Background: an optimization exercise with open tools, aiming at small area, a short achievable clock period and few clock cycles. Do not read the settings as production practice.
The RTL was checked by simulation tests, not by an equivalence proof against the original design.
Power and IR drop assume default switching activity.

==> flow/flow/run.sh <==
#!/bin/bash
set -euo pipefail
bash standard.sh SETUP_SLACK_MARGIN=5.3 finish > flow_make.log 2>&1
==> flow/config.mk <==
export PLATFORM = sky130hd
export DESIGN_NAME = top
export DESIGN_NICKNAME = top
export VERILOG_FILES = /design/flow/design.v
export SDC_FILE = /design/flow/constraint.sdc
export NUM_CORES = 4
export LEC_CHECK = 0
export CAP_MARGIN = 20
export CORE_MARGIN = 2
export CORE_UTILIZATION = 45
export CTS_CLUSTER_DIAMETER = 100
export CTS_CLUSTER_SIZE = 28
export SLEW_MARGIN = 20
==> flow/design.v <==
module top(
    input             clk,
    input             rst,
    input             read_n,
    input             start_in,
    input             valid_input,
    input      [7:0]  r_addr,
    input      [7:0]  X_load,
    output            ry,
    output     [8:0]  data_out,
    output            finish
);
  reg [1:0] ph;
  always @(posedge clk or negedge rst)
    if (!rst) ph <= 2'd0;
    else      ph <= ph + 2'd1;
  wire [1:0] col_head = 2'd0 - ph;    
  reg [3:0] sl;
  always @(posedge clk or negedge rst)
    if (!rst) sl <= 4'b0100;
    else      sl <= {sl[0], sl[3:1]};
  reg       loading;
  reg [4:0] cnt;
  reg [1:0] jslot;      
  reg       fin_r;
  always @(posedge clk or negedge rst)
    if (!rst) begin
      loading <= 1'b0;
      cnt     <= 5'd0;
      jslot   <= 2'd3;
      fin_r   <= 1'b0;
    end else begin
      fin_r <= valid_input & loading & (cnt == 5'd31);
      if (start_in) begin
        loading <= 1'b1;
        cnt     <= 5'd0;
        jslot   <= jslot + 2'd1;
      end else if (valid_input & loading) begin
        cnt <= cnt + 5'd1;
        if (cnt == 5'd31) loading <= 1'b0;
      end
    end
  reg [7:0] xb0, xb1, xb2, xb3;
  reg [2:0] kb0, kb1, kb2, kb3;
  reg [3:0] pend;
  wire       vin = valid_input & loading;
  wire [3:0] ld  = {4{vin}} & (4'b0001 << cnt[1:0]);
  always @(posedge clk) begin
    if (ld[0]) begin xb0 <= X_load; kb0 <= cnt[4:2]; end
    if (ld[1]) begin xb1 <= X_load; kb1 <= cnt[4:2]; end
    if (ld[2]) begin xb2 <= X_load; kb2 <= cnt[4:2]; end
    if (ld[3]) begin xb3 <= X_load; kb3 <= cnt[4:2]; end
  end
  always @(posedge clk or negedge rst)
    if (!rst) pend <= 4'd0;
    else      pend <= ld | (pend & ~sl);
  function [6:0] coef;
    input [1:0] c;
    input [2:0] k;
    begin
      case ({c, k})
        5'd0:  coef = 7'b1100011;
        5'd1:  coef = 7'b1000000;
        5'd2:  coef = 7'b0110110;
        5'd3:  coef = 7'b1001110;
        5'd4:  coef = 7'b1101101;
        5'd5:  coef = 7'b1010101;
        5'd6:  coef = 7'b1000011;
        5'd7:  coef = 7'b0100110;
        5'd8:  coef = 7'b1011010;
        5'd9:  coef = 7'b0110000;
        5'd10: coef = 7'b1001000;
        5'd11: coef = 7'b1110001;
        5'd12: coef = 7'b1101011;
        5'd13: coef = 7'b1110011;
        5'd14: coef = 7'b1111000;
        5'd15: coef = 7'b1101000;
        5'd16: coef = 7'b0000000;
        5'd17: coef = 7'b0000000;
        5'd18: coef = 7'b0001011;
        5'd19: coef = 7'b0100001;
        5'd20: coef = 7'b0000010;
        5'd21: coef = 7'b0110110;
        5'd22: coef = 7'b0101011;
        5'd23: coef = 7'b1000101;
        5'd24: coef = 7'b1110110;
        5'd25: coef = 7'b0100110;
        5'd26: coef = 7'b0101011;
        5'd27: coef = 7'b1101110;
        5'd28: coef = 7'b0101011;
        5'd29: coef = 7'b0010001;
        5'd30: coef = 7'b1000000;
        default: coef = 7'b1101101;
      endcase
    end
  endfunction
  function [9:0] digits;
    input [6:0] a;
    begin
      digits[2:0] = {a[1:0] == 2'd3, a[1:0] == 2'd2, a[1:0] == 2'd1};
      digits[5:3] = {a[3:2] == 2'd3, a[3:2] == 2'd2, a[3:2] == 2'd1};
      digits[8:6] = {a[5:4] == 2'd3, a[5:4] == 2'd2, a[5:4] == 2'd1};
      digits[9]   = a[6];
    end
  endfunction
  reg [7:0] xsel;
  reg [2:0] ksel;
  always @(*) begin
    xsel = ({8{sl[0]}} & xb0) | ({8{sl[1]}} & xb1) | ({8{sl[2]}} & xb2) | ({8{sl[3]}} & xb3);
    ksel = ({3{sl[0]}} & kb0) | ({3{sl[1]}} & kb1) | ({3{sl[2]}} & kb2) | ({3{sl[3]}} & kb3);
  end
  reg [7:0] xs;
  reg [9:0] x3s;
  reg [2:0] ks;
  reg       fs;
  reg       vs;
  always @(posedge clk) begin
    xs  <= xsel;
    x3s <= {2'b00, xsel} + {1'b0, xsel, 1'b0};
    ks  <= ksel;
    fs  <= (ksel == 3'd0);
  end
  always @(posedge clk or negedge rst)
    if (!rst) vs <= 1'b0;
    else      vs <= |(pend & sl);
  function [9:0] pp;
    input [2:0] d;
    input [7:0] x;
    input [9:0] x3;
    pp = ({10{d[0]}} & {2'b00, x}) | ({10{d[1]}} & {1'b0, x, 1'b0}) |
         ({10{d[2]}} & x3);
  endfunction
  function [29:0] csa4;
    input [9:0] dg;
    input [7:0] x;
    input [9:0] x3;
    reg [14:0] a, b, c, d, s1, c1, s2, c2;
    begin
      a  = {5'd0, pp(dg[2:0], x, x3)};
      b  = {3'd0, pp(dg[5:3], x, x3), 2'd0};
      c  = {1'd0, pp(dg[8:6], x, x3), 4'd0};
      d  = {1'd0, {8{dg[9]}} & x, 6'd0};
      s1 = a ^ b ^ c;
      c1 = {(a[13:0] & b[13:0]) | (a[13:0] & c[13:0]) | (b[13:0] & c[13:0]), 1'b0};
      s2 = s1 ^ c1 ^ d;
      c2 = {(s1[13:0] & c1[13:0]) | (s1[13:0] & d[13:0]) | (c1[13:0] & d[13:0]), 1'b0};
      csa4 = {c2, s2};
    end
  endfunction
  reg [29:0] cs0, cs1, cs2, cs3;
  wire       z1 = vs & fs;     
  always @(posedge clk) begin
    cs0 <= csa4(digits(coef(2'd0, ks)), xs, x3s);
    cs1 <= csa4(digits(coef(2'd1, ks)), xs, x3s);
    cs2 <= csa4(digits(coef(2'd2, ks)), xs, x3s);
    cs3 <= csa4(digits(coef(2'd3, ks)), xs, x3s);
  end
  reg v2;      
  reg sh;      
  always @(posedge clk or negedge rst)
    if (!rst) begin
      v2 <= 1'b0;
      sh <= 1'b0;
    end else begin
      v2 <= vs;
      sh <= vs & fs;
    end
  wire [1:0]  rsel;                    
  wire [17:0] h0, h1, h3;              
  wire [15:0] h2;
  wire [17:0] q0, q1, q3;              
  wire [15:0] q2;
  wire [17:0] sum0 = h0 + {3'd0, cs0[14:0]} + {3'd0, cs0[29:15]};
  wire [17:0] sum1 = h1 + {3'd0, cs1[14:0]} + {3'd0, cs1[29:15]};
  wire [15:0] sum2 = h2 + {1'd0, cs2[14:0]} + {1'd0, cs2[29:15]};
  wire [17:0] sum3 = h3 + {3'd0, cs3[14:0]} + {3'd0, cs3[29:15]};
  ring_row #(.W(18)) u_row0 (.clk(clk), .wr(v2), .mv(z1), .sel(rsel), .sum(sum0), .acc(h0), .head(q0));
  ring_row #(.W(18)) u_row1 (.clk(clk), .wr(v2), .mv(z1), .sel(rsel), .sum(sum1), .acc(h1), .head(q1));
  ring_row #(.W(16)) u_row2 (.clk(clk), .wr(v2), .mv(z1), .sel(rsel), .sum(sum2), .acc(h2), .head(q2));
  ring_row #(.W(18)) u_row3 (.clk(clk), .wr(v2), .mv(z1), .sel(rsel), .sum(sum3), .acc(h3), .head(q3));
  reg [3:0] shd;
  always @(posedge clk or negedge rst)
    if (!rst)          shd <= 4'b1111;
    else if (start_in) shd <= 4'b0000;
    else if (sh)       shd <= shd | (4'b0001 << col_head);
  localparam S_IDLE = 2'd0, S_B0 = 2'd1, S_B1 = 2'd2, S_WAIT = 2'd3;
  reg [1:0]  st;
  reg [5:0]  pred;
  reg [1:0]  pinc;      
  reg        pfv;
  reg        ry_r;
  reg [8:0]  do_r;
  reg [17:0] pf;
  wire       nb0 = (st == S_B0);
  wire [3:0] tgt = nb0 ? pred[3:0] + 4'd1 : pred[3:0];
  wire [1:0] tn  = nb0 ? pinc : pred[5:4];
  reg  [1:0] ra, rb;
  assign rsel = nb0 ? rb : ra;
  reg [17:0] cap;
  always @(*) begin
    case (tgt[3:2])
      2'd0: cap = q0;
      2'd1: cap = q1;
      2'd2: cap = {2'd0, q2};
      default: cap = q3;
    endcase
  end
  wire busy = ~&shd | ((jslot == tn) & (loading | (|pend) | vs | v2));
  wire cap_now = ~pfv & (col_head == tgt[1:0]) & ~busy;
  wire [1:0] jslot_nx = jslot + {1'b0, start_in};
  reg  [5:0] pred_nx;
  reg  [1:0] pinc_nx;
  always @(*) begin
    pred_nx = pred;
    pinc_nx = pinc;
    if (st == S_IDLE && ~read_n) begin
      pred_nx = r_addr[5:0];
      pinc_nx = r_addr[5:4] + {1'b0, &r_addr[3:0]};
    end else if (st == S_B0) begin
      pred_nx = pred + 6'd1;
      pinc_nx = pred[5:4] + {1'b0, &pred[3:0]} + {1'b0, pred[3:0] == 4'd14};
    end
  end
  wire req     = ~read_n;
  wire hit     = (r_addr[5:0] == pred) & (pfv | cap_now);
  always @(posedge clk or negedge rst)
    if (!rst) begin
      st   <= S_IDLE;
      pred <= 6'd0;
      pinc <= 2'd0;
      ra   <= 2'd3;
      rb   <= 2'd3;
      pfv  <= 1'b0;
      ry_r <= 1'b0;
    end else begin
      pred <= pred_nx;
      pinc <= pinc_nx;
      ra   <= jslot_nx - pred_nx[5:4];
      rb   <= jslot_nx - pinc_nx;
      case (st)
        S_IDLE: begin
          ry_r <= req & hit;
          if (req) st <= hit ? S_B0 : S_WAIT;
        end
        S_WAIT: begin
          ry_r <= cap_now;
          if (cap_now) st <= S_B0;
        end
        S_B0: begin
          ry_r <= 1'b1;
          st   <= S_B1;
        end
        default: begin
          ry_r <= 1'b0;
          st   <= S_IDLE;
        end
      endcase
      if ((loading & (jslot == pred[5:4])) || (st == S_IDLE && req)) pfv <= 1'b0;
      else if (st == S_B0)                                            pfv <= cap_now;
      else if (cap_now)                                               pfv <= 1'b1;
    end
  always @(posedge clk) begin
    if (cap_now) pf <= cap;
    case (st)
      S_B0:    do_r <= pf[17:9];
      S_WAIT:  do_r <= cap[8:0];
      default: do_r <= pfv ? pf[8:0] : cap[8:0];
    endcase
  end
  assign ry       = ry_r;
  assign data_out = do_r;
  assign finish   = fin_r;
endmodule
module ring_row #(parameter W = 18) (
    input              clk,
    input              wr,
    input              mv,
    input      [1:0]   sel,
    input      [W-1:0] sum,
    output     [W-1:0] acc,
    output reg [W-1:0] head
);
  reg [W-1:0] a0, a1, a2, a3;
  reg [W-1:0] b0, b1, b2, b3;
  reg [W-1:0] c0, c1, c2, c3;
  reg [W-1:0] d0, d1, d2, d3;
  always @(posedge clk) begin
    a0 <= mv ? {W{1'b0}} : a1; a1 <= a2; a2 <= a3; a3 <= wr ? sum : a0;
    b0 <= mv ? a1 : b1;        b1 <= b2; b2 <= b3; b3 <= b0;
    c0 <= mv ? b1 : c1;        c1 <= c2; c2 <= c3; c3 <= c0;
    d0 <= mv ? c1 : d1;        d1 <= d2; d2 <= d3; d3 <= d0;
  end
  assign acc = a0;
  always @(*) begin
    case (sel)
      2'd0: head = a0;
      2'd1: head = b0;
      2'd2: head = c0;
      default: head = d0;
    endcase
  end
endmodule
==> flow/constraint.sdc <==
create_clock -name core_clock -period 8.0 [get_ports {clk}]
set_input_delay 1.6000 -clock core_clock [delete_from_list [all_inputs] [get_ports {clk}]]
set_output_delay 1.6000 -clock core_clock [all_outputs]
set_load 0.01 [all_outputs]
==> flow/standard.sh <==
#!/bin/bash
# synth_recipe.tcl (not shown) runs the flow's synth.tcl, then flattens the netlist and writes it again
# the make line also repeats each setting of config.mk as NAME=value (left out here)
make -C /OpenROAD-flow-scripts/flow DESIGN_CONFIG=/design/flow/config.mk WORK_HOME=/design/flow/orfs CLKGATE_MAP_FILE= SYNTH_SCRIPT=/design/flow/synth_recipe.tcl "${@:-finish}"
==> summary.txt, run 1 <==
Outcome = finished clean
Initial antenna violation count = 2
Finish-stage setup viols = 0
Peak Freq = 325 MHz
Clk sink count = 1360
Minimum clock period = 3.08 ns
Combinational share of power = 0.188
Die extent in x = 316 um
Post-synthesis sequential area ratio = 0.642
Global route hottest layer = met2
Worst-Skew Late Latency = 0.66 ns
Post-route cell area = 49100 sq um
Synth Area in Adders = 0.0858
Starting Density = 0.453
CTS Hold Bufs = 0
Synthesized net count = 3480
Post-synthesis xor/xnor area fraction = 0.0148
Drt total wl = 96400 um
Via count = 23.9k
Compound-Gate Fraction of Synth Area = 0.0736
Core area = 96400 sq um
Synth Area per Inst = 13.6 sq um
Iteration-0 DRC Markers = 1755
Layout cells sized above 1 = 0.224
Setup_tns = 0 ns
Fill cell count = 8150
PwrDens = 259 nW/um^2
CTS tree = built
CP Capture Type = register
Asr flop ratio synth = 0.0309
Routing usage on met1 = 0.272
Top Ports = 32
RD Place Congestion = 0.831
Row count = 114
Synth top area share = 0.575
Worst-margin pin slew = 1.07 ns
Lkg Pwr = 20.6 nW
RSZ-0062 raised after global routing = yes
Multi-input logic area = 15500 sq um
MaxCap Viol Count = 0
Number of remaining DRC errors = 0
GR Util met2 = 0.313
Global-route wire length before repair = 147000 um
Synth Cell Area = 43700 sq um
Vias in the first global route = 24.4k
Largest family of logic cells by synthesized area = multiplexers
Slew HR = 0.285
CTS Buf Count = 55
Crit Path Class = reg -> reg
Met3 Usage GRT = 0.0223
Clk Tree Root Cell = clkbuf_16
Post-synth top area cell = dfxtp_1
Final Hold Fails = 0
Synth area leaders = dfxtp_1 (58%), mux2_2 (7.0%), fa_1 (4.4%), edfxtp_1 (4.3%), ha_1 (4.2%)
CTS clk-pin slew, worst paths = 0.11 ns
Sw frac = 0.264
Post-synth EDFFs = 62
Slew Limit Fails = 0
Synth warn = 3
Largest net degree at the start of global routing = 77
Register area = 28100 sq um
Syn Inst Count = 3217
Req. time, crit path = 8.37 ns
Avg WL per Cell = 21.0 um
Simple-gate area share of the yosys netlist = 0.0530
Post-synthesis mux area share = 0.107
Commonest non-fill, non-tap cell in the layout = dfxtp_1
Synth unique cells = 76
CTS HTree Levels = 2
ANT nets after route = 0
Crit-path max FO = 4
Synthesis-to-finish area growth = 12.3%
Full die area = 99600 sq um
P_int = 0.00935 W
Vias per inst = 5.21
Most frequent cells in the layout = dfxtp_1 (1221), mux2_2 (272), nand2_1 (148), ha_1 (125)
Synthesized flop and latch total = 1360
Remaining global-route overflow = 0
Net switching power = 0.00335 W
Placed inst area = 45300 sq um
Crit path arrival time = 3.44 ns
Count of buffers from port buffering = 29
HP Class = reg -> reg
Register share of total power = 0.551
Die span in y = 316 um
HPWL Detailed = 60100 um
Clock Power Share = 0.261
Clock Path Buffers = 3
Final setup skew = 0.0317 ns
Initial DRT Pass Iterations = 7
CP Launch Type = register
Main synth FF type = dfxtp_1
Max VDD drop = 0.000199 V
Layout Nets = 3551
Gr usage total = 0.192
Period utilization = 0.385
==> worst max-delay path, cell delays in order, from the launching register on <==
cell	delay [ns]
dfrtp_1	0.41
inv_2	0.08
ha_4	0.14
buf_12	0.11
mux2i_4	0.23
buf_12	0.15
buf_12	0.13
buf_16	0.14
mux4_2	0.51
a222oi_1	0.75
nand2_1	0.11
==> per-layer routing <==
| layer | up-vias | routed length [um] |
|---|---|---|
| met5 | - | 0 |
| met2 | 566 | 44300 |
| met4 | 0 | 2620 |
| li1 | 11238 | - |
| met1 | 11937 | 45000 |
| met3 | 145 | 4490 |
==> logic make-up after synthesis <==
| group | count (synthesis) |
|---|---|
| muxes | 356 |
| other | 1 |
| buffers and inverters | 258 |
| xor gates and xnor gates | 74 |
| DFF | 1360 |
| AOI/OAI and AO/OA | 457 |
| and+or+nand+nor | 469 |
| adders and majority gates | 242 |
==> registers in the layout (all words and copies together) (netlist names), 24 cells and up, named ones only <==
signal and count:
cs0 25, cs1 24, cs2 25, cs3 25
==> cell usage after synthesis, types with 62 or more instances <==
master / number
a22oi_1: 69
and2_1: 103
clkbuf_1: 112
dfxtp_1: 1256
mux2_2: 273
nand2_1: 163
a21oi_1: 68
fa_1: 96
o21ai_0: 80
inv_1: 107
ha_1: 146
edfxtp_1: 62
nor2_1: 75
==> repair_timing <==
item,4_1_cts,5_1_grt
endpoints found under the setup margin,152,93
gates cloned,11,2
buffers inserted,63,28
pin swaps,69,54
gates resized for setup,246,100
==> metrics by stage <==
step | total power (W) | cells | hold slack (ns) | utilization | worst slack (ns)
2_1_floorplan | 0.00801 | 3217 | 0.310 | - | 5.26
3_3_place_gp | 0.00854 | 4403 | 0.310 | 0.469 | 3.63
6_report | 0.0127 | 4587 | 0.320 | 0.509 | 4.92
5_1_grt | 0.0132 | 4586 | 0.331 | 0.509 | 4.87
3_5_place_dp | 0.00856 | 4403 | 0.312 | 0.469 | 3.59
4_1_cts | 0.0127 | 4556 | 0.322 | 0.503 | 4.97
==> area by class of cell <==
type / instances / share of cell area
antenna: 1 / 0.0000510
timing repair buffer: 160 / 0.0386
sequential: 1360 / 0.573
clock buffer: 74 / 0.0304
inverter: 110 / 0.00887
timing repair inverter: 1 / 0.000102
multi-input combinational: 1600 / 0.315
tap: 1276 / 0.0325
clock inverter: 5 / 0.000994
==> power groups by stage <==
stage / logic (W) / registers [W] / clock network, W
floorplan: 0.000912 / 0.00710 / 0
global placement: 0.00140 / 0.00714 / 0
detailed placement: 0.00142 / 0.00715 / 0
CTS: 0.00223 / 0.00701 / 0.00342
global route: 0.00250 / 0.00702 / 0.00365
finish: 0.00238 / 0.00700 / 0.00332
==> path summary, 6_finish.rpt <==
| path | from | endpoint | slack [ns] | cells after the start |
|---|---|---|---|---|
| max in group asynchronous | rst | v2 | 6.24 | 1 |
| max | st[1] | pf[9] | 4.92 | 10 |
| min in group asynchronous | rst | st[1] | 1.06 | 1 |
| min reg2reg | u_row0.d2[16] | u_row0.d1[16] | 0.32 | 0 |
| min | u_row0.d2[16] | u_row0.d1[16] | 0.32 | 0 |
| max reg2reg | st[1] | pf[9] | 4.92 | 10 |
Testbench counts, summed over its fixed seeds: cycles 5,344.
==> run 2, diff against run 1 <==
==> flow/run.sh (new file) <==
#!/bin/bash
# synth_recipe.tcl (not shown) runs the flow's synth.tcl, then flattens the netlist and writes it again
# the make line also repeats each setting of config.mk as NAME=value (left out here)
make -C /OpenROAD-flow-scripts/flow DESIGN_CONFIG=/design/flow/config.mk WORK_HOME=/design/flow/orfs CLKGATE_MAP_FILE= SYNTH_SCRIPT=/design/flow/synth_recipe.tcl finish
--- a/flow/config.mk
+++ b/flow/config.mk
@@ -11,3 +11,4 @@
 export CTS_CLUSTER_DIAMETER = 100
 export CTS_CLUSTER_SIZE = 28
+export SETUP_SLACK_MARGIN = 5
 export SLEW_MARGIN = 20
removed: flow/flow/run.sh
removed: flow/standard.sh
==> run 2 against run 1 <==
Critical path type unchanged. Final area is 2.5% lower. Total power down 3.4%. Critical path depth rose by 1. Cell count fell by 1.3%. Maximum frequency grew 1.6%. Largest cell class unchanged. Clock power about the same.
==> summary.txt, run 2 <==
Outcome = finished clean
Synth warn = 3 (unchanged)
Top flop regs = cs0 x25, cs2 x25, cs3 x25
Worst setup margin = 4.97 ns (+0.0485 ns)
Cells on worst reg2reg path = 11 (+1)
Slew HR = 0.330 (+0.0451)
Crit-path max FO = 5 (+1)
Minimum clock period = 3.03 ns (-0.0485 ns)
CP startpoint = st[1]
Slew Limit Fails = 0 (unchanged)
Final Hold Fails = 0 (unchanged)
HP Class = reg -> reg
Synthesized net count = 3480 (unchanged)
Avg WL per Cell = 20.7 um (-1.7%)
Most frequent cell after synthesis = dfxtp_1
Most frequent cells in the layout = dfxtp_1 (1241), mux2_2 (272), nand2_1 (156), ha_1 (136), inv_1 (105)
RSZ-0062 raised after global routing = yes
Synthesized flop and latch total = 1360 (unchanged)
Count of buffers from port buffering = 29 (unchanged)
Clk Tree Root Cell = clkbuf_16
Largest net degree at the start of global routing = 123 (+60%)
CTS Hold Bufs = 0 (unchanged)
Hold depth = 0 (unchanged)
Finish-stage setup viols = 0 (unchanged)
Layout Nets = 3494 (-1.6%)
Die span in y = 316 um (unchanged)
Via count = 23.4k (-2.0%)
Commonest non-fill, non-tap cell in the layout = dfxtp_1
Crit path arrival time = 3.41 ns (-0.03 ns)
Commonest cells in the netlist = dfxtp_1 (1256), mux2_2 (273), nand2_1 (163), ha_1 (146), clkbuf_1 (112)
Starting Density = 0.453 (unchanged)
Synth Cell Area = 43700 sq um (unchanged)
CP Launch Type = register
Full die area = 99600 sq um (unchanged)
Clk sink count = 1360 (unchanged)
Post-synth top area cell = dfxtp_1
Layout cells sized above 1 = 0.178 (-0.0456)
CTS tree = built
Flop-to-flop setup slack = 4.97 ns (+0.05 ns)
Synth top area share = 0.575 (unchanged)
Max VDD drop = 0.000319 V (+60%)
Hold_sp = u_row0.a3[13]
R2R Path End = pf[10]
HPWL Detailed = 60500 um (+0.75%)
CP Capture Type = register
RD Place Congestion = 0.835 (+0.47%)
Main synth FF type = dfxtp_1
Post-synth EDFFs = 62 (unchanged)
Row count = 114 (unchanged)
Syn Inst Count = 3217 (unchanged)
Number of remaining DRC errors = 0 (unchanged)
Setup_tns = 0 ns (unchanged)
Hold Path Sink = u_row0.a2[13]
Drt total wl = 93600 um (-2.9%)
Initial DRT Pass Iterations = 8 (+1)
Worst reg2reg path startpoint = st[1]
Vias in the first global route = 24.0k (-1.5%)
Vias per inst = 5.17 (-0.70%)
Remaining global-route overflow = 0 (unchanged)
Final setup skew = 0.0259 ns (-0.00585 ns)
CTS HTree Levels = 2 (unchanged)
MaxCap Viol Count = 0 (unchanged)
Post-place setup slack = 3.69 ns (+0.101 ns)
Ant diodes = 0 (-1)
Synth Area per Inst = 13.6 sq um (unchanged)
Worst-margin pin slew = 1.01 ns (-0.0637 ns)
Initial antenna violation count = 6 (+4)
Fill cell count = 8321 (+2.1%)
Asr flop ratio synth = 0.0309 (unchanged)
Gr usage total = 0.187 (-0.00499)
Crit Path Class = reg -> reg
Global-route wire length before repair = 144000 um (-2.6%)
Synth unique cells = 76 (unchanged)
Synth area leaders = dfxtp_1 (58%), mux2_2 (7.0%), fa_1 (4.4%), edfxtp_1 (4.3%), ha_1 (4.2%)
ANT nets after route = 0 (unchanged)
Post-synthesis sequential area ratio = 0.642 (unchanged)
Inst Count DP = 4407 (+0.091%)
Top Ports = 32 (unchanged)
PwrDens = 256 nW/um^2 (-0.90%)
Peak Freq = 330 MHz (+1.6%)
CTS clk-pin slew, worst paths = 0.11 ns (about the same)
Worst-Skew Late Latency = 0.67 ns (about the same)
CTS Buf Count = 55 (unchanged)
Req. time, crit path = 8.38 ns (about the same)
Synthesis-to-finish area growth = 9.52%
Iteration-0 DRC Markers = 1806 (+2.9%)
Die extent in x = 316 um (unchanged)
Lkg Pwr = 20.2 nW (-1.9%)
Period utilization = 0.378 (-0.00606)
Final Non-Filler Cells = 4529 (-1.3%)
Core area = 96400 sq um (unchanged)
Clock Path Buffers = 3 (unchanged)
run 2: cell counts after synthesis:
No cell type changed its count.
run 2: routing by layer:
metal | GRT usage | routed length (um)
met1 | 0.264 | 43900
met2 | 0.297 | 42400
met3 | 0.0249 | 4290
met4 | 0.0618 | 3040
met5 | 0 | 0
run 2: final cells by class:
type | count | area, sq um | area share
tap | 1276 | 1600 | 0.0334
clock inverter | 6 | 75.1 | 0.00157
sequential | 1360 | 28100 | 0.587
timing repair buffer | 103 | 1170 | 0.0245
timing repair inverter | 1 | 5.00 | 0.000105
inverter | 110 | 427 | 0.00891
multi-input combinational | 1600 | 15000 | 0.314
clock buffer | 73 | 1480 | 0.0308
run 2: through the flow:
step / power [W] / util / cell area (sq um) / hold WS [ns]
global placement: 0.00854 / 0.470 / 45300 / 0.310
detailed placement: 0.00856 / 0.470 / 45300 / 0.312
global route: 0.0127 / 0.496 / 47900 / 0.332
floorplan: 0.00800 / - / 43700 / 0.310
finish: 0.0123 / 0.496 / 47900 / 0.322
CTS: 0.0123 / 0.493 / 47500 / 0.326
run 2: cells by family (layout without fill, tap and decap cells):
logic type / count (synthesis) / count (layout) / share of synthesized area
other cells: 1 / 1 / 0.0000858
compound gates: 457 / 457 / 0.0736
buf+inv: 258 / 293 / 0.0235
xor+xnor: 74 / 74 / 0.0148
fa+ha+maj: 242 / 242 / 0.0858
mux: 356 / 357 / 0.107
flops: 1360 / 1360 / 0.642
simple gates: 469 / 469 / 0.0530
run 2: repair_timing:
item / in CTS / in global routing
gates cloned: 7 / 1
setup endpoints to repair: 101 / 47
pin swaps: 22 / 31
setup buffers: 22 / 13
resized for setup: 93 / 52
run 2: worst max-delay path by stage:
| stage | slack, ns | to |
|---|---|---|
| after detailed placement | 3.69 | do_r[7] |
| final | 4.97 | pf[10] |
| after CTS | 4.96 | do_r[7] |
| after global placement | 3.77 | do_r[7] |
| after global routing | 4.92 | pf[11] |
| after floorplan | 5.07 | ra[1] |
run 2: power by group:
group	switching (W)	internal (W)	total (W)
combinational	0.00110	0.000856	0.00196
clock	0.00200	0.00132	0.00332
sequential	0.0000989	0.00690	0.00700
run 2: critical path: stages, from the launching register on:
cell and delay, ns:
dfrtp_1 0.40, inv_2 0.08, ha_4 0.14, buf_12 0.12, mux2i_4 0.24, buf_12 0.14
buf_12 0.12, buf_16 0.11, buf_12 0.10, mux4_2 0.49, a222oi_1 0.74, nand2_1 0.09
==> run 3, diff against run 2 <==
--- a/flow/config.mk
+++ b/flow/config.mk
@@ -8,5 +8,5 @@
 export CAP_MARGIN = 20
 export CORE_MARGIN = 2
-export CORE_UTILIZATION = 45
+export CORE_UTILIZATION = 60
 export CTS_CLUSTER_DIAMETER = 100
 export CTS_CLUSTER_SIZE = 28
==> run 3 against run 2 <==
Register-to-register slack got worse by 0.08 ns. Clock power down 2%. First-iteration DRC count fell by 4.2%. Largest cell class unchanged. Via count up 0.45%. Largest power group unchanged. Combinational power is essentially flat. Still clean.
==> summary.txt, run 3 <==
Drt total wl = 90300 um (-3.5%)
Peak Freq = 322 MHz (-2.6%)
Starting Density = 0.608 (+0.155)
Die span in y = 274 um (-13%)
Number of remaining DRC errors = 0 (unchanged)
Clock Path Buffers = 3 (unchanged)
Worst-margin pin slew = 0.990 ns (-0.0159 ns)
RD Place Congestion = 0.872 (+4.5%)
Post-place setup slack = 3.71 ns (+0.0152 ns)
Synth warn = 3 (unchanged)
Final Util = 0.660 (+0.163)
Most used cell, CP = buf_12
Minimum clock period = 3.11 ns (+0.0795 ns)
Slew Limit Fails = 0 (unchanged)
Clk Tree Root Cell = clkbuf_16
Outcome = finished clean
MaxCap Viol Count = 0 (unchanged)
Worst-Skew Late Latency = 0.66 ns (about the same)
Synth Area per Inst = 13.6 sq um (unchanged)
Synthesis-to-finish area growth = 8.46%
Layout cells sized above 1 = 0.179 (+0.000867)
Post-synth EDFFs = 62 (unchanged)
Synthesized net count = 3480 (unchanged)
Vias per inst = 5.59 (+8.2%)
Crit-path max FO = 5 (unchanged)
Most frequent cell after synthesis = dfxtp_1
Core area = 71900 sq um (-25%)
Lkg Pwr = 20.2 nW (about the same)
Period utilization = 0.388 (+0.00993)
Final Hold Fails = 0 (unchanged)
Post-synthesis sequential area ratio = 0.642 (unchanged)
Iteration-0 DRC Markers = 1730 (-4.2%)
Die extent in x = 274 um (-13%)
Initial antenna violation count = 2 (-4)
Synth top area share = 0.575 (unchanged)
CP max stage cell = a222oi_1
Synthesized flop and latch total = 1360 (unchanged)
CTS clk-pin slew, worst paths = 0.11 ns (about the same)
Post-synth top area cell = dfxtp_1
Syn Inst Count = 3217 (unchanged)
PwrDens = 257 nW/um^2 (+0.19%)
ANT nets after route = 0 (unchanged)
Count of buffers from port buffering = 29 (unchanged)
Crit Path Class = reg -> reg
Synth unique cells = 76 (unchanged)
Main synth FF type = dfxtp_1
CTS HTree Levels = 2 (unchanged)
Commonest cells in the netlist = dfxtp_1 (1256), mux2_2 (273), nand2_1 (163), ha_1 (146), clkbuf_1 (112)
CP Capture Type = register
Finish-stage setup viols = 0 (unchanged)
Largest net degree at the start of global routing = 63 (-49%)
Commonest non-fill, non-tap cell in the layout = dfxtp_1
Global-route wire length before repair = 139000 um (-3.3%)
Gr usage total = 0.240 (+0.0535)
Clk sink count = 1360 (unchanged)
Avg WL per Cell = 21.5 um (+3.9%)
Synth Cell Area = 43700 sq um (unchanged)
Design Power = 0.0122 W (-0.79%)
Top Ports = 32 (unchanged)
CP Launch Type = register
Most frequent cells in the layout = dfxtp_1 (1248), mux2_2 (272), nand2_1 (154), ha_1 (143), inv_1 (105)
HP Class = reg -> reg
CTS Buf Count = 55 (unchanged)
CP peak stage delay = 0.76 ns (+0.02 ns)
Top flop regs = cs0 x25, cs2 x25, cs3 x25
Final setup skew = 0.0315 ns (+0.00560 ns)
Layout Nets = 3500 (+0.17%)
Initial DRT Pass Iterations = 11 (+3)
HPWL Detailed = 59400 um (-1.8%)
Crit path arrival time = 3.49 ns (+0.08 ns)
Asr flop ratio synth = 0.0309 (unchanged)
Max VDD drop = 0.000229 V (-28%)
Vias in the first global route = 24.0k (-0.071%)
RSZ-0062 raised after global routing = yes
Full die area = 75000 sq um (-25%)
Remaining global-route overflow = 0 (unchanged)
Row count = 98 (-14%)
CTS tree = built
Synth area leaders = dfxtp_1 (58%), mux2_2 (7.0%), fa_1 (4.4%), edfxtp_1 (4.3%), ha_1 (4.2%)
Crit-path cells = inv_2 > ha_4 > buf_12 > mux2i_4 > buf_12 > buf_4 > buf_16 > mux4_2 > a222oi_1 > nand2_1
Via count = 23.5k (+0.45%)
Slew HR = 0.340 (+0.0106)
Req. time, crit path = 8.39 ns (about the same)
Worst setup margin = 4.89 ns (-0.0795 ns)
Setup_tns = 0 ns (unchanged)
run 3: cell counts after synthesis:
Identical to the previous run, type by type.
run 3: per-layer routing:
layer	share of wire	vias to the layer above	global-route usage
met4	0.025	0	0.0684
met1	0.47	11753	0.340
met3	0.045	125	0.0300
met5	0	-	0
li1	-	11112	-
met2	0.46	534	0.391
run 3: critical path: cells and delay by family, from the launching register on:
family,cells,cell delay [ns]
buffers and inverters,5,0.63
muxes,2,0.78
DFF,1,0.41
adders and majority gates,1,0.14
AOI/OAI and AO/OA,1,0.76
and+or+nand+nor,1,0.12
run 3: stage by stage:
step / cells / hold WS, ns / instance area (sq um)
global route: 4204 / 0.327 / 47400
global placement: 4079 / 0.309 / 44800
floorplan: 3217 / 0.310 / 43700
finish: 4205 / 0.312 / 47400
CTS: 4174 / 0.304 / 46900
detailed placement: 4079 / 0.312 / 44800
run 3: final timing paths:
| kind | startpoint | endpoint | slack [ns] | depth (start not counted) |
|---|---|---|---|---|
| setup reg to reg | st[1] | pf[9] | 4.89 | 10 |
| hold reg to reg | u_row1.b2[10] | u_row1.b1[10] | 0.31 | 0 |
| max in group asynchronous | rst | v2 | 6.19 | 1 |
| hold / removal | u_row1.b2[10] | u_row1.b1[10] | 0.31 | 0 |
| min in group asynchronous | rst | pred[2] | 1.10 | 1 |
| setup / recovery | st[1] | pf[9] | 4.89 | 10 |
run 3: cell families (layout without fill, tap and decap cells):
family / Yosys count / in the layout / synth area share
muxes: 356 / 356 / 0.107
adders and majority gates: 242 / 242 / 0.0858
other: 1 / 2 / 0.0000858
and+or+nand+nor: 469 / 469 / 0.0530
buffers and inverters: 258 / 295 / 0.0235
DFF: 1360 / 1360 / 0.642
AOI/OAI and AO/OA: 457 / 457 / 0.0736
xor gates and xnor gates: 74 / 74 / 0.0148
run 3: report_power, final:
group / switching [W] / internal [W]
registers: 0.0000881 / 0.00690
clock network: 0.00196 / 0.00128
logic: 0.00108 / 0.000868
run 3: final cells by class:
type / count / area [sq um]
flip-flops and latches: 1360 / 28100
repair buffers: 110 / 1170
clock buffers: 71 / 1440
diodes: 1 / 2.50
repair inverters: 1 / 5.00
inverters: 110 / 427
fillers: 5362 / 24500
clock inverters: 3 / 55.1
multi-input cells: 1599 / 15000
well taps: 950 / 1190
run 3: what timing repair did:
item / 4_1_cts / 5_1_grt
endpoints found under the setup margin: 143 / 63
pin swaps: 16 / 25
hold buffers: 0 / 0
gates resized for setup: 80 / 69
cloned: 4 / 3
setup buffers: 17 / 27
==> run 4, diff against run 3 <==
--- a/flow/design.v
+++ b/flow/design.v
@@ -106,6 +106,7 @@
   reg [7:0] xsel;
   reg [2:0] ksel;
+  wire [3:0] sp = sl & pend;
   always @(*) begin
-    xsel = ({8{sl[0]}} & xb0) | ({8{sl[1]}} & xb1) | ({8{sl[2]}} & xb2) | ({8{sl[3]}} & xb3);
+    xsel = ({8{sp[0]}} & xb0) | ({8{sp[1]}} & xb1) | ({8{sp[2]}} & xb2) | ({8{sp[3]}} & xb3);
     ksel = ({3{sl[0]}} & kb0) | ({3{sl[1]}} & kb1) | ({3{sl[2]}} & kb2) | ({3{sl[3]}} & kb3);
   end
@@ -123,5 +124,5 @@
   always @(posedge clk or negedge rst)
     if (!rst) vs <= 1'b0;
-    else      vs <= |(pend & sl);
+    else      vs <= |sp;
   function [9:0] pp;
     input [2:0] d;
@@ -175,8 +176,8 @@
   wire [15:0] sum2 = h2 + {1'd0, cs2[14:0]} + {1'd0, cs2[29:15]};
   wire [17:0] sum3 = h3 + {3'd0, cs3[14:0]} + {3'd0, cs3[29:15]};
-  ring_row #(.W(18)) u_row0 (.clk(clk), .wr(v2), .mv(z1), .sel(rsel), .sum(sum0), .acc(h0), .head(q0));
-  ring_row #(.W(18)) u_row1 (.clk(clk), .wr(v2), .mv(z1), .sel(rsel), .sum(sum1), .acc(h1), .head(q1));
-  ring_row #(.W(16)) u_row2 (.clk(clk), .wr(v2), .mv(z1), .sel(rsel), .sum(sum2), .acc(h2), .head(q2));
-  ring_row #(.W(18)) u_row3 (.clk(clk), .wr(v2), .mv(z1), .sel(rsel), .sum(sum3), .acc(h3), .head(q3));
+  ring_row #(.W(18)) u_row0 (.clk(clk), .mv(z1), .sel(rsel), .sum(sum0), .acc(h0), .head(q0));
+  ring_row #(.W(18)) u_row1 (.clk(clk), .mv(z1), .sel(rsel), .sum(sum1), .acc(h1), .head(q1));
+  ring_row #(.W(16)) u_row2 (.clk(clk), .mv(z1), .sel(rsel), .sum(sum2), .acc(h2), .head(q2));
+  ring_row #(.W(18)) u_row3 (.clk(clk), .mv(z1), .sel(rsel), .sum(sum3), .acc(h3), .head(q3));
   reg [3:0] shd;
   always @(posedge clk or negedge rst)
@@ -193,7 +194,8 @@
   reg [17:0] pf;
   wire       nb0 = (st == S_B0);
-  wire [3:0] tgt = nb0 ? pred[3:0] + 4'd1 : pred[3:0];
-  wire [1:0] tn  = nb0 ? pinc : pred[5:4];
   reg  [1:0] ra, rb;
+  reg  [3:0] ta, tb;
+  wire [3:0] tgt = nb0 ? tb : ta;
+  wire [1:0] tn  = nb0 ? pinc : pred[5:4];
   assign rsel = nb0 ? rb : ra;
   reg [17:0] cap;
@@ -231,4 +233,6 @@
       ra   <= 2'd3;
       rb   <= 2'd3;
+      ta   <= 4'd0;
+      tb   <= 4'd1;
       pfv  <= 1'b0;
       ry_r <= 1'b0;
@@ -237,4 +241,6 @@
       pinc <= pinc_nx;
       ra   <= jslot_nx - pred_nx[5:4];
+      ta   <= pred_nx[3:0];
+      tb   <= pred_nx[3:0] + 4'd1;
       rb   <= jslot_nx - pinc_nx;
       case (st)
@@ -274,5 +280,4 @@
 module ring_row #(parameter W = 18) (
     input              clk,
-    input              wr,
     input              mv,
     input      [1:0]   sel,
@@ -286,5 +291,5 @@
   reg [W-1:0] d0, d1, d2, d3;
   always @(posedge clk) begin
-    a0 <= mv ? {W{1'b0}} : a1; a1 <= a2; a2 <= a3; a3 <= wr ? sum : a0;
+    a0 <= mv ? {W{1'b0}} : a1; a1 <= a2; a2 <= a3; a3 <= sum;
     b0 <= mv ? a1 : b1;        b1 <= b2; b2 <= b3; b3 <= b0;
     c0 <= mv ? b1 : c1;        c1 <= c2; c2 <= c3; c3 <= c0;
==> flow/flow/run.sh (new file) <==
#!/bin/bash
set -euo pipefail
bash standard.sh SETUP_SLACK_MARGIN=5.3 finish > flow_make.log 2>&1
==> flow/standard.sh (new file) <==
#!/bin/bash
# synth_recipe.tcl (not shown) runs the flow's synth.tcl, then flattens the netlist and writes it again
# the make line also repeats each setting of config.mk as NAME=value (left out here)
make -C /OpenROAD-flow-scripts/flow DESIGN_CONFIG=/design/flow/config.mk WORK_HOME=/design/flow/orfs CLKGATE_MAP_FILE= SYNTH_SCRIPT=/design/flow/synth_recipe.tcl "${@:-finish}"
--- a/flow/config.mk
+++ b/flow/config.mk
@@ -8,7 +8,6 @@
 export CAP_MARGIN = 20
 export CORE_MARGIN = 2
-export CORE_UTILIZATION = 60
+export CORE_UTILIZATION = 45
 export CTS_CLUSTER_DIAMETER = 100
 export CTS_CLUSTER_SIZE = 28
-export SETUP_SLACK_MARGIN = 5
 export SLEW_MARGIN = 20
removed: flow/run.sh
==> run 4 against run 3 <==
Critical endpoint is now u_row2.a3[15]. Non-clock buffer count is 48 higher. Cell count increased by 7.5%. First-iteration DRC count is 0.12% higher. Routed wire length is 8.9% higher. Setup slack improved by 0.11 ns. Largest cell class unchanged. Synthesized area is 2.4% lower. Die area is 30% higher. Largest power group unchanged. Still clean on timing, DRC and antenna. Maximum frequency grew 3.7%.
==> summary.txt, run 4 <==
Via count = 23.5k (+0.0043%)
Hold WS = 0.321 ns (+0.00902 ns)
Synthesis-to-finish area growth = 13.4%
Post-synthesis sequential area ratio = 0.661 (+0.0185)
Top Ports = 32 (unchanged)
CP peak stage delay = 0.44 ns (-0.32 ns)
Count of buffers from port buffering = 29 (unchanged)
Vias in the first global route = 24.5k (+2.1%)
Die extent in x = 312 um (+14%)
Clk sink count = 1364 (+0.29%)
Outcome = finished clean
CP Launch Type = register
Main synth FF type = dfxtp_1
Crit-path cells = ha_4 > ha_4 > fa_2 > a21o_1 > a21oi_4 > nor2_4 > or4_4 > a221o_1 > a31o_1 > a21oi_2 > xnor2_1
Design Power = 0.0137 W (+12%)
Net switching power = 0.00401 W (+28%)
Ant diodes = 0 (-1)
CTS Buf Count = 56 (+1.8%)
Core area = 93600 sq um (+30%)
Peak Freq = 334 MHz (+3.7%)
Sw frac = 0.293 (+0.0364)
Register share of total power = 0.524 (-0.050)
Setup_tns = 0 ns (unchanged)
Lkg Pwr = 20.1 nW (-0.33%)
HP Class = reg -> reg
CTS tree = built
Period utilization = 0.375 (-0.0139)
Worst-Skew Late Latency = 0.65 ns (about the same)
Gr usage total = 0.198 (-0.0423)
Max VDD drop = 0.000223 V (-2.7%)
Commonest cells in the netlist = dfxtp_1 (1256), mux2_2 (237), nand2_1 (197), ha_1 (146), clkbuf_1 (105)
Avg WL per Cell = 21.8 um (+1.3%)
Finish-stage setup viols = 0 (unchanged)
CP max stage cell = or4_4
Synth Cell Area = 42600 sq um (-2.4%)
MaxCap Viol Count = 0 (unchanged)
Most frequent cell after synthesis = dfxtp_1
Global-route wire length before repair = 148000 um (+6.8%)
Slew HR = 0.389 (+0.0490)
CTS Hold Bufs = 0 (unchanged)
Vias per inst = 5.20 (-7.0%)
Layout cells sized above 1 = 0.209 (+0.0298)
Post-synth top area cell = dfxtp_1
CTS clk-pin slew, worst paths = 0.11 ns (about the same)
Layout Nets = 3509 (+0.26%)
HPWL Detailed = 61100 um (+2.7%)
Slew Limit Fails = 0 (unchanged)
Iteration-0 DRC Markers = 1732 (+0.12%)
Most frequent cells in the layout = dfxtp_1 (1211), mux2_2 (236), nand2_1 (184), ha_1 (122), and2_1 (94)
Fill cell count = 7942 (+48%)
Synthesized net count = 3437 (-1.2%)
RSZ-0062 raised after global routing = yes
P_int = 0.00965 W (+6.6%)
Synth warn = 3 (unchanged)
Commonest non-fill, non-tap cell in the layout = dfxtp_1
ANT nets after route = 0 (unchanged)
Final setup skew = 0.0300 ns (-0.00147 ns)
PwrDens = 283 nW/um^2 (+10%)
Synthesized flop and latch total = 1364 (+0.29%)
Starting Density = 0.455 (-0.153)
Crit path arrival time = 3.58 ns (+0.09 ns)
Final Hold Fails = 0 (unchanged)
Final Util = 0.516 (-0.143)
Full die area = 97200 sq um (+30%)
Clock Power Share = 0.247 (-0.019)
Most used cell, CP = ha_4
Top flop regs = cs0 x25, cs2 x25, cs3 x25
Drt total wl = 98400 um (+8.9%)
Post-route cell area = 48300 sq um (+2.0%)
Asr flop ratio synth = 0.0337 (+0.00284)
Initial antenna violation count = 1 (-1)
Worst-margin pin slew = 0.916 ns (-0.0735 ns)
RD Place Congestion = 0.874 (+0.17%)
CTS HTree Levels = 2 (unchanged)
Req. time, crit path = 8.58 ns (+0.19 ns)
Clk Tree Root Cell = clkbuf_16
Synth area leaders = dfxtp_1 (59%), mux2_2 (6.3%), fa_1 (4.5%), edfxtp_1 (4.4%), ha_1 (4.3%)
CP Capture Type = register
Synth unique cells = 81 (+6.6%)
Post-synth EDFFs = 62 (unchanged)
Syn Inst Count = 3174 (-1.3%)
Minimum clock period = 3.00 ns (-0.111 ns)
Largest net degree at the start of global routing = 68 (+7.9%)
Synth top area share = 0.590 (+0.0144)
Initial DRT Pass Iterations = 8 (-3)
Synth Area per Inst = 13.4 sq um (-1.1%)
Crit Path Class = reg -> reg
Row count = 112 (+14%)
Remaining global-route overflow = 0 (unchanged)
Crit-path max FO = 3 (-2)
Die span in y = 312 um (+14%)
Placed inst area = 44200 sq um (-1.5%)
Clock Path Buffers = 3 (unchanged)
Combinational share of power = 0.229 (+0.069)
Number of remaining DRC errors = 0 (unchanged)
run 4: cell types whose count changed after synthesis, moves of 20 or more:
cell,before,now
a22oi_1,69,49
o221ai_1,2,43
inv_1,107,76
mux4_2,58,6
nand2_1,163,197
a21oi_1,68,99
a31oi_1,16,46
mux2_2,273,237
run 4: what timing repair did:
action / CTS / global route
buffers inserted: 50 / 37
cloned: 16 / 2
setup endpoints to repair: 203 / 96
gates resized for setup: 267 / 109
pin swaps: 64 / 62
run 4: metrics by stage:
| stage | instances | setup WS [ns] |
|---|---|---|
| after floorplan | 3174 | 5.23 |
| after global placement | 4337 | 3.84 |
| after detailed placement | 4337 | 3.71 |
| after CTS | 4483 | 4.96 |
| after global routing | 4522 | 4.91 |
| final | 4522 | 5.00 |
run 4: final timing paths:
check / startpoint / end / slack [ns] / depth (start not counted)
max in group asynchronous: rst / sl[1] / 6.62 / 1
setup reg to reg: cs2[1] / u_row2.a3[15] / 5.00 / 11
hold reg to reg: u_row3.c2[12] / u_row3.c1[12] / 0.32 / 0
min in group asynchronous: rst / ph[0] / 0.94 / 1
hold / removal: u_row3.c2[12] / u_row3.c1[12] / 0.32 / 0
setup / recovery: cs2[1] / u_row2.a3[15] / 5.00 / 11
run 4: cell type report:
class                      count  area (sq um)  share of cell area
timing repair buffer         158          1960              0.0405
multi-input combinational   1587         14600               0.303
inverter                      78           303             0.00627
tap                         1254          1570              0.0325
timing repair inverter         1          7.51            0.000155
clock inverter                 7          93.8             0.00194
clock buffer                  73          1510              0.0312
sequential                  1364         28300               0.585
run 4: worst max-delay path: cells and delay by family (launching register included):
family	cells	cell delay (ns)
compound gates	5	1.13
fa+ha+maj	3	0.82
simple gates	2	0.51
flops	1	0.35
xor+xnor	1	0.13
run 4: power by group through the flow:
stage	clock (W)	combinational [W]	sequential, W
2_1_floorplan	0	0.00122	0.00724
3_3_place_gp	0	0.00199	0.00729
3_5_place_dp	0	0.00201	0.00729
4_1_cts	0.00347	0.00290	0.00716
5_1_grt	0.00370	0.00329	0.00717
6_report	0.00337	0.00313	0.00715
run 4: kinds of logic (layout without fill, tap and decap cells):
logic type / count (synthesis) / after routing / share of synthesized area
adders and majority gates: 242 / 242 / 0.0879
other: 1 / 1 / 0.0000880
and+or+nand+nor: 469 / 469 / 0.0528
AOI/OAI and AO/OA: 501 / 501 / 0.0817
xor gates and xnor gates: 97 / 97 / 0.0199
buffers and inverters: 224 / 317 / 0.0210
DFF: 1364 / 1364 / 0.661
muxes: 276 / 277 / 0.0758
run 4: routing by layer:
layer  GRT usage  routed length, um  part of all wire
met1       0.267              44600              0.45
met2       0.333              46700              0.47
met3      0.0274               4500             0.046
met4      0.0549               2550             0.026
met5           0                  0                 0
Testbench counts of run 4, summed over its fixed seeds: cycles 5,344.
==> run 5, diff against run 4 <==
==> flow/run.sh (new file) <==
#!/bin/bash
# synth_recipe.tcl (not shown) runs the flow's synth.tcl, then flattens the netlist and writes it again
# the make line also repeats each setting of config.mk as NAME=value (left out here)
make -C /OpenROAD-flow-scripts/flow DESIGN_CONFIG=/design/flow/config.mk WORK_HOME=/design/flow/orfs CLKGATE_MAP_FILE= SYNTH_SCRIPT=/design/flow/synth_recipe.tcl finish
--- a/flow/config.mk
+++ b/flow/config.mk
@@ -11,3 +11,4 @@
 export CTS_CLUSTER_DIAMETER = 100
 export CTS_CLUSTER_SIZE = 28
+export SETUP_SLACK_MARGIN = 5
 export SLEW_MARGIN = 20
removed: flow/flow/run.sh
removed: flow/standard.sh
==> run 5 against run 4 <==
Clock-buffer cell count shrank 1. Global-route usage decreased by 0.81 points. Non-clock buffer count shrank 74. Critical path depth decreased by 1. Routed wire length fell by 5.0%. Via count is 2.3% lower. First-iteration DRC count down 3.7%. Critical path type unchanged. Largest power group unchanged.
==> summary.txt, run 5 <==
Slew HR = 0.173 (-0.216)
Hold_sp = u_row3.b2[14]
Count of buffers from port buffering = 29 (unchanged)
Compound-Gate Fraction of Synth Area = 0.0817 (unchanged)
Multi-input logic area = 13900 sq um (-4.7%)
Peak Freq = 335 MHz (+0.41%)
Outcome = finished clean
Die extent in x = 312 um (unchanged)
Synth top area share = 0.590 (unchanged)
Minimum clock period = 2.98 ns (-0.0124 ns)
ANT nets after route = 0 (unchanged)
Worst-margin pin slew = 1.24 ns (+0.322 ns)
Main synth FF type = dfxtp_1
Via count = 23.0k (-2.3%)
Clk Tree Root Cell = clkbuf_16
Vias per inst = 5.17 (-0.69%)
Crit-path max FO = 3 (unchanged)
Initial DRT Pass Iterations = 8 (unchanged)
Commonest cells in the netlist = dfxtp_1 (1256), mux2_2 (237), nand2_1 (197), ha_1 (146), clkbuf_1 (105)
HP Class = reg -> reg
Crit Path Class = reg -> reg
Hold Path Sink = u_row3.b1[14]
Die span in y = 312 um (unchanged)
Post-synthesis mux area share = 0.0758 (unchanged)
Largest family of logic cells by synthesized area = adder cells
Vias in the first global route = 23.8k (-2.9%)
CP peak stage delay = 0.58 ns (+0.14 ns)
Post-synth top area cell = dfxtp_1
Remaining global-route overflow = 0 (unchanged)
Core area = 93600 sq um (unchanged)
Full die area = 97200 sq um (unchanged)
CTS Hold Bufs = 0 (unchanged)
Met3 Usage GRT = 0.0237 (-0.00366)
Fill cell count = 8110 (+2.1%)
Synth unique cells = 81 (unchanged)
CP Capture Type = register
Most used cell, CP = o21a_1
CTS tree = built
Avg WL per Cell = 21.0 um (-3.4%)
CP Buf/Inv Count = 1 (+1)
Period utilization = 0.373 (-0.00155)
Req. time, crit path = 8.59 ns (about the same)
Syn Inst Count = 3174 (unchanged)
Simple-gate area share of the yosys netlist = 0.0528 (unchanged)
Layout cells sized above 1 = 0.147 (-0.0618)
Hold WS = 0.311 ns (-0.00966 ns)
Synth warn = 3 (unchanged)
Lkg Pwr = 19.5 nW (-3.1%)
Post-synthesis sequential area ratio = 0.661 (unchanged)
Synthesized net count = 3437 (unchanged)
Flop-to-flop setup slack = 5.02 ns (about the same)
Synth Area per Inst = 13.4 sq um (unchanged)
Gr usage total = 0.190 (-0.00811)
Slew Limit Fails = 0 (unchanged)
Crit path max-delay family = compound AO/OA/AOI/OAI gates
RSZ-0062 raised after global routing = yes
Row count = 112 (unchanged)
CP Launch Type = register
Setup_tns = 0 ns (unchanged)
CTS Buf Count = 55 (-1.8%)
Post-synth EDFFs = 62 (unchanged)
Synth area leaders = dfxtp_1 (59%), mux2_2 (6.3%), fa_1 (4.5%), edfxtp_1 (4.4%), ha_1 (4.3%)
Worst-Skew Late Latency = 0.67 ns (+0.02 ns)
Top flop regs = cs0 x25, cs2 x25, cs3 x25
Routing usage on met1 = 0.263 (-0.00473)
CP max stage cell = fa_1
Max VDD drop = 0.000290 V (+30%)
Synth Area in Adders = 0.0879 (unchanged)
Global-route wire length before repair = 144000 um (-3.1%)
Cells on worst reg2reg path = 10 (-1)
R2R Path End = u_row3.a3[17]
Asr flop ratio synth = 0.0337 (unchanged)
Crit path arrival time = 3.58 ns (about the same)
GR Util met2 = 0.313 (-0.0199)
Synthesis-to-finish area growth = 9.34%
Global route hottest layer = met2
Number of remaining DRC errors = 0 (unchanged)
MaxCap Viol Count = 0 (unchanged)
Top Ports = 32 (unchanged)
Final setup skew = 0.0320 ns (+0.00197 ns)
Iteration-0 DRC Markers = 1668 (-3.7%)
Starting Density = 0.455 (unchanged)
CTS clk-pin slew, worst paths = 0.12 ns (about the same)
Most frequent cell after synthesis = dfxtp_1
Layout Nets = 3434 (-2.1%)
Register area = 28200 sq um (-0.19%)
Synth Cell Area = 42600 sq um (unchanged)
Synthesized flop and latch total = 1364 (unchanged)
CTS HTree Levels = 2 (unchanged)
Most frequent cells in the layout = dfxtp_1 (1241), mux2_2 (237), nand2_1 (195), ha_1 (138), and2_1 (97)
Drt total wl = 93400 um (-5.0%)
PwrDens = 276 nW/um^2 (-2.5%)
Clk sink count = 1364 (unchanged)
Finish-stage setup viols = 0 (unchanged)
Hold depth = 0 (unchanged)
Clock Path Buffers = 3 (unchanged)
Post-synthesis xor/xnor area fraction = 0.0199 (unchanged)
Final Hold Fails = 0 (unchanged)
Worst reg2reg path startpoint = cs3[20]
Largest net degree at the start of global routing = 134 (+97%)
Initial antenna violation count = 5 (+4)
Crit-path cells = fa_1 > ha_4 > o21a_1 > a2111oi_4 > buf_4 > o31ai_4 > o311a_4 > o21a_1 > o21ai_2 > xnor2_1
HPWL Detailed = 60900 um (-0.32%)
RD Place Congestion = 0.873 (-0.16%)
Commonest non-fill, non-tap cell in the layout = dfxtp_1
-- run 5: cell counts after synthesis --
Identical to the previous run, type by type.
-- run 5: cells by family (layout without fill, tap and decap cells) --
family,after synthesis,count (layout)
buffers and inverters,224,242
XOR/XNOR,97,97
flip-flops,1364,1364
AO/OA/AOI/OAI,501,501
multiplexers,276,276
AND/OR/NAND/NOR,469,469
other,1,2
adder cells (fa/ha/maj),242,242
-- run 5: report_power, final --
part           total, W  switching [W]  internal, W
combinational   0.00238        0.00153     0.000848
sequential      0.00713       0.000121      0.00701
clock           0.00333        0.00200      0.00133
-- run 5: timing repair --
item / in CTS / in global routing
buffers inserted: 19 / 6
setup endpoints to repair: 115 / 35
pin swaps: 23 / 14
gates cloned: 6 / 3
resized for setup: 102 / 31
-- run 5: worst reg2reg max path: cells and delay by family, from the launching register on --
family,cells,cell delay [ns]
fa+ha+maj,2,0.80
compound gates,6,1.43
buf+inv,1,0.20
xor+xnor,1,0.15
flops,1,0.34
-- run 5: cell type report --
cell class / instances / share of cell area
Inverter: 78 / 0.00650
Sequential cell: 1364 / 0.605
Clock inverter: 6 / 0.00150
Antenna cell: 1 / 0.0000537
Timing Repair Buffer: 84 / 0.0219
Clock buffer: 72 / 0.0320
Tap cell: 1254 / 0.0337
Timing Repair inverter: 2 / 0.000215
Multi-Input combinational cell: 1586 / 0.299
-- run 5: stage by stage --
step	util	total power [W]	setup WS, ns	instances	area, sq um
2_1_floorplan	-	0.00846	5.04	3174	42600
3_3_place_gp	0.472	0.00931	3.93	4334	44200
3_5_place_dp	0.472	0.00933	3.84	4334	44200
4_1_cts	0.495	0.0129	4.92	4437	46400
5_1_grt	0.498	0.0134	4.92	4446	46600
6_report	0.498	0.0128	5.02	4447	46600
-- run 5: worst max-delay path by stage --
stage                 start       endpoint  slack, ns  cells after the start
floorplan            read_n          ra[1]       5.04                      6
global placement      st[1]        do_r[6]       3.93                     13
finish              cs3[20]  u_row3.a3[17]       5.02                     10
global route        cs3[20]  u_row3.a3[17]       4.92                     10
detailed placement    st[1]        do_r[6]       3.84                     13
CTS                  cs3[1]  u_row3.a3[17]       4.92                     12
-- run 5: layer usage --
layer  share of wire  routed length, um
met2            0.46              43200
met3           0.048               4490
met4           0.030               2790
met5         0.00014                 13
met1            0.46              42900
==> run 6, diff against run 5 <==
--- a/flow/design.v
+++ b/flow/design.v
@@ -172,11 +172,27 @@
   wire [17:0] q0, q1, q3;              
   wire [15:0] q2;
-  wire [17:0] sum0 = h0 + {3'd0, cs0[14:0]} + {3'd0, cs0[29:15]};
-  wire [17:0] sum1 = h1 + {3'd0, cs1[14:0]} + {3'd0, cs1[29:15]};
-  wire [15:0] sum2 = h2 + {1'd0, cs2[14:0]} + {1'd0, cs2[29:15]};
-  wire [17:0] sum3 = h3 + {3'd0, cs3[14:0]} + {3'd0, cs3[29:15]};
+  function [18:0] acc3;
+    input [17:0] h;
+    input [29:0] v;
+    reg   [17:0] a, b, s, c;
+    reg   [9:0]  lo;
+    reg   [8:0]  hi;
+    begin
+      a   = {3'd0, v[14:0]};
+      b   = {3'd0, v[29:15]};
+      s   = h ^ a ^ b;
+      c   = {(h[16:0] & a[16:0]) | (h[16:0] & b[16:0]) | (a[16:0] & b[16:0]), 1'b0};
+      lo  = {1'b0, s[8:0]} + {1'b0, c[8:0]};
+      hi  = s[17:9] + c[17:9];
+      acc3 = {lo[9], hi, lo[8:0]};
+    end
+  endfunction
+  wire [18:0] sum0 = acc3(h0, cs0);
+  wire [18:0] sum1 = acc3(h1, cs1);
+  wire [18:0] sum2 = acc3({2'd0, h2}, cs2);
+  wire [18:0] sum3 = acc3(h3, cs3);
   ring_row #(.W(18)) u_row0 (.clk(clk), .mv(z1), .sel(rsel), .sum(sum0), .acc(h0), .head(q0));
   ring_row #(.W(18)) u_row1 (.clk(clk), .mv(z1), .sel(rsel), .sum(sum1), .acc(h1), .head(q1));
-  ring_row #(.W(16)) u_row2 (.clk(clk), .mv(z1), .sel(rsel), .sum(sum2), .acc(h2), .head(q2));
+  ring_row #(.W(16)) u_row2 (.clk(clk), .mv(z1), .sel(rsel), .sum({sum2[18], sum2[15:0]}), .acc(h2), .head(q2));
   ring_row #(.W(18)) u_row3 (.clk(clk), .mv(z1), .sel(rsel), .sum(sum3), .acc(h3), .head(q3));
   reg [3:0] shd;
@@ -282,5 +298,5 @@
     input              mv,
     input      [1:0]   sel,
-    input      [W-1:0] sum,
+    input      [W:0]   sum,
     output     [W-1:0] acc,
     output reg [W-1:0] head
@@ -290,6 +306,8 @@
   reg [W-1:0] c0, c1, c2, c3;
   reg [W-1:0] d0, d1, d2, d3;
+  reg         cy;
   always @(posedge clk) begin
-    a0 <= mv ? {W{1'b0}} : a1; a1 <= a2; a2 <= a3; a3 <= sum;
+    a0 <= mv ? {W{1'b0}} : a1; a1 <= a2; a3 <= sum[W-1:0]; cy <= sum[W];
+    a2 <= {a3[W-1:9] + {{(W-10){1'b0}}, cy}, a3[8:0]};
     b0 <= mv ? a1 : b1;        b1 <= b2; b2 <= b3; b3 <= b0;
     c0 <= mv ? b1 : c1;        c1 <= c2; c2 <= c3; c3 <= c0;
--- a/flow/config.mk
+++ b/flow/config.mk
@@ -10,5 +10,5 @@
 export CORE_UTILIZATION = 45
 export CTS_CLUSTER_DIAMETER = 100
-export CTS_CLUSTER_SIZE = 28
+export CTS_CLUSTER_SIZE = 22
 export SETUP_SLACK_MARGIN = 5
 export SLEW_MARGIN = 20
==> run 6 against run 5 <==
Final area rose by 0.96%. Register-to-register slack gained 0.10 ns. Combinational power down 19%. Via count fell by 3.7%. Sequential share of layout area down 0.43 points. Core utilization is 0.27 points lower. Critical endpoint is now data_out[3]. Setup slack improved by 0.047 ns. Largest power group unchanged. Largest cell class unchanged. Synthesized cell count decreased by 2.6%. Clock power is 14% higher.
==> summary.txt, run 6 <==
CTS Buf Count = 72 (+31%)
Minimum clock period = 2.94 ns (-0.0468 ns)
Final setup skew = 0.0255 ns (-0.00649 ns)
Starting Density = 0.454 (-0.00120)
Req. time, crit path = 6.40 ns (-2.19 ns)
Clock Path Buffers = 3 (unchanged)
Top flop regs = cs0 x25, cs2 x25, cs3 x25
Die span in y = 314 um (+0.60%)
Count of buffers from port buffering = 29 (unchanged)
Max VDD drop = 0.000228 V (-21%)
Commonest cells in the netlist = dfxtp_1 (1260), mux2_2 (241), ha_1 (154), nand2_1 (126), clkbuf_1 (109)
Initial DRT Pass Iterations = 8 (unchanged)
Syn Inst Count = 3092 (-2.6%)
Synth top area share = 0.585 (-0.00531)
CP Capture Type = output port
CP Buf/Inv Count = 1 (unchanged)
Slew Limit Fails = 0 (unchanged)
Vias per inst = 5.04 (-2.5%)
Synth Area per Inst = 14.0 sq um (+3.9%)
Asr flop ratio synth = 0.0336 (-0.0000986)
Post-synth EDFFs = 62 (unchanged)
Peak Freq = 340 MHz (+1.6%)
Inst Count DP = 4277 (-1.3%)
Finish-stage setup viols = 0 (unchanged)
Slew HR = 0.318 (+0.145)
CTS HTree Levels = 3 (+1)
Layout cells sized above 1 = 0.154 (+0.00668)
Post-synth top area cell = dfxtp_1
Period utilization = 0.367 (-0.00585)
Commonest non-fill, non-tap cell in the layout = dfxtp_1
RD Place Congestion = 0.859 (-1.6%)
Final Non-Filler Cells = 4390 (-1.3%)
RSZ-0062 raised after global routing = yes
Largest net degree at the start of global routing = 73 (-46%)
CTS clk-pin slew, worst paths = 0.09 ns (-0.03 ns)
Die extent in x = 314 um (+0.60%)
Synthesis-to-finish area growth = 9.04%
Setup_tns = 0 ns (unchanged)
Core area = 95000 sq um (+1.5%)
Main synth FF type = dfxtp_1
MaxCap Viol Count = 0 (unchanged)
Row count = 113 (+0.89%)
Avg WL per Cell = 20.1 um (-4.3%)
Post-synthesis sequential area ratio = 0.655 (-0.00617)
HPWL Detailed = 56700 um (-6.9%)
Synthesized flop and latch total = 1368 (+0.29%)
Global-route wire length before repair = 137000 um (-4.5%)
Synth Cell Area = 43200 sq um (+1.2%)
Crit Path Class = reg -> out
Crit path max-delay family = flip-flops
Most frequent cells in the layout = dfxtp_1 (1250), mux2_2 (241), ha_1 (153), nand2_1 (124)
Lkg Pwr = 19.8 nW (+1.6%)
CP max stage cell = dfxtp_2
HP Class = reg -> reg
Synth warn = 3 (unchanged)
Worst-Skew Late Latency = 0.65 ns (-0.02 ns)
Top Ports = 32 (unchanged)
Layout Nets = 3375 (-1.7%)
Synthesized net count = 3367 (-2.0%)
CP Launch Type = register
Crit-path max FO = 1 (-2)
Iteration-0 DRC Markers = 1355 (-19%)
Initial antenna violation count = 2 (-3)
Number of remaining DRC errors = 0 (unchanged)
Final Hold Fails = 0 (unchanged)
Clk Tree Root Cell = clkbuf_16
Gr usage total = 0.181 (-0.00882)
Crit path arrival time = 1.34 ns (-2.24 ns)
Full die area = 98400 sq um (+1.2%)
Outcome = finished clean
Via count = 22.1k (-3.7%)
Clk sink count = 1368 (+0.29%)
Synth area leaders = dfxtp_1 (58%), mux2_2 (6.3%), fa_1 (4.6%), ha_1 (4.5%), edfxtp_1 (4.3%)
Crit-path cells = dlygate4sd2_1
PwrDens = 275 nW/um^2 (-0.38%)
Worst-margin pin slew = 1.02 ns (-0.216 ns)
Flop-to-flop setup slack = 5.12 ns (+0.10 ns)
Synth unique cells = 75 (-7.4%)
Drt total wl = 88200 um (-5.6%)
Ant diodes = 0 (-1)
ANT nets after route = 0 (unchanged)
Vias in the first global route = 23.3k (-2.1%)
Most frequent cell after synthesis = dfxtp_1
CP peak stage delay = 0.40 ns (-0.18 ns)
Remaining global-route overflow = 0 (unchanged)
CTS tree = built
[run 6: cell types whose count changed after synthesis, moves of 15 or more]
cell and change:
a21oi_1 -33, a31oi_1 -36, inv_1 +16, mux2i_1 +15
mux4_2 +42, nand2_1 -71, nand3_1 +23, o221ai_1 -40
xnor2_1 +16
[run 6: logic make-up after synthesis]
kind of cell | after synthesis | share of synthesized area
other cells | 1 | 0.0000869
simple gates | 438 | 0.0514
flops | 1368 | 0.655
buf+inv | 231 | 0.0224
mux | 336 | 0.100
compound gates | 352 | 0.0576
fa+ha+maj | 254 | 0.0910
xor+xnor | 112 | 0.0227
[run 6: final cells by class]
cell class                 instances  area, sq um
clock buffer                      95         1970
clock inverter                     4         45.0
fill                            8117        48000
inverter                          95          362
multi-input combinational       1494        14100
sequential                      1368        28300
tap                             1265         1580
timing repair buffer              69          731
[run 6: path summary, 6_finish.rpt]
check                                    end  cells past startpoint    startpoint
worst max-delay path             data_out[3]                      1       do_r[3]
worst min-delay path            u_row2.b1[8]                      0  u_row2.b2[8]
worst max register to register       do_r[5]                     10         st[1]
worst min register to register  u_row2.b1[8]                      0  u_row2.b2[8]
max in group asynchronous              sl[2]                      1           rst
min in group asynchronous              sl[0]                      1           rst
[run 6: per-layer routing]
| metal | up-vias | global-route usage | share of wire |
|---|---|---|---|
| li1 | 10535 | - | - |
| met1 | 11076 | 0.253 | 0.48 |
| met2 | 397 | 0.295 | 0.46 |
| met3 | 108 | 0.0218 | 0.040 |
| met4 | 0 | 0.0542 | 0.022 |
| met5 | - | 0 | 0 |
[run 6: per-stage QoR]
| stage | instance area, sq um | hold WS (ns) | util | setup slack [ns] | total power (W) |
|---|---|---|---|---|---|
| finish | 47100 | 0.320 | 0.495 | 5.06 | 0.0129 |
| global route | 47100 | 0.328 | 0.495 | 4.96 | 0.0134 |
| global placement | 44700 | 0.309 | 0.470 | 4.08 | 0.00901 |
| floorplan | 43200 | 0.310 | - | 5.06 | 0.00837 |
| CTS | 46900 | 0.318 | 0.494 | 5.02 | 0.0130 |
| detailed placement | 44700 | 0.312 | 0.470 | 4.05 | 0.00904 |
[run 6: timing repair]
action / in CTS / in global routing
gates resized for setup: 43 / 20
setup buffers: 4 / 7
hold endpoints to repair: 0 / 0
gates cloned: 3 / 0
hold buffers: 0 / 0
endpoints found under the setup margin: 65 / 32
pin swaps: 1 / 0
[run 6: power by group]
| group | internal (W) | switching (W) |
|---|---|---|
| logic | 0.000751 | 0.00118 |
| registers | 0.00702 | 0.000155 |
| clock network | 0.00174 | 0.00207 |
Testbench counts of run 6, summed over its fixed seeds: cycles 5,344.

## static timing again, ports no longer ideal
Ports are ideal in the flow. The routed layouts listed here were re-timed in OpenROAD. Step 1: set_driving_cell puts a clkbuf_16 on clk and a buf_2 on each other input, an assumption about the parent block. Step 2 times the ports against the registers' clock, not the clock port: input delays grow and output delays shrink by t, the midpoint of the rising clock arrivals with the driver on. a / b / c = ideal ports / drivers / drivers and shift; a / b = the first two.
| run | t (ns) | setup WS [ns] | latest minus earliest clock arrival (ns) | worst data-port slew with drivers (ns) |
|---|---|---|---|---|
| run 1 | 0.714 | 4.924 / 4.924 / 4.691 | 0.037 / 0.037 | 0.04 |
| run 2 | 0.722 | 4.972 / 4.972 / 4.589 | 0.033 / 0.033 | 0.04 |
| run 3 | 0.714 | 4.893 / 4.893 / 4.581 | 0.036 / 0.036 | 0.05 |
| run 4 | 0.710 | 5.004 / 5.004 / 4.773 | 0.038 / 0.039 | 0.06 |
| run 5 | 0.724 | 5.016 / 5.001 / 4.553 | 0.032 / 0.033 | 0.05 |
| run 6 | 0.712 | 5.063 / 4.991 / 4.568 | 0.027 / 0.028 | 0.04 |
After both steps setup and hold are still met in every run listed. The setup slack of run 6, which loses most, moves by -0.072 ns with the drivers and by -0.495 ns with both steps.
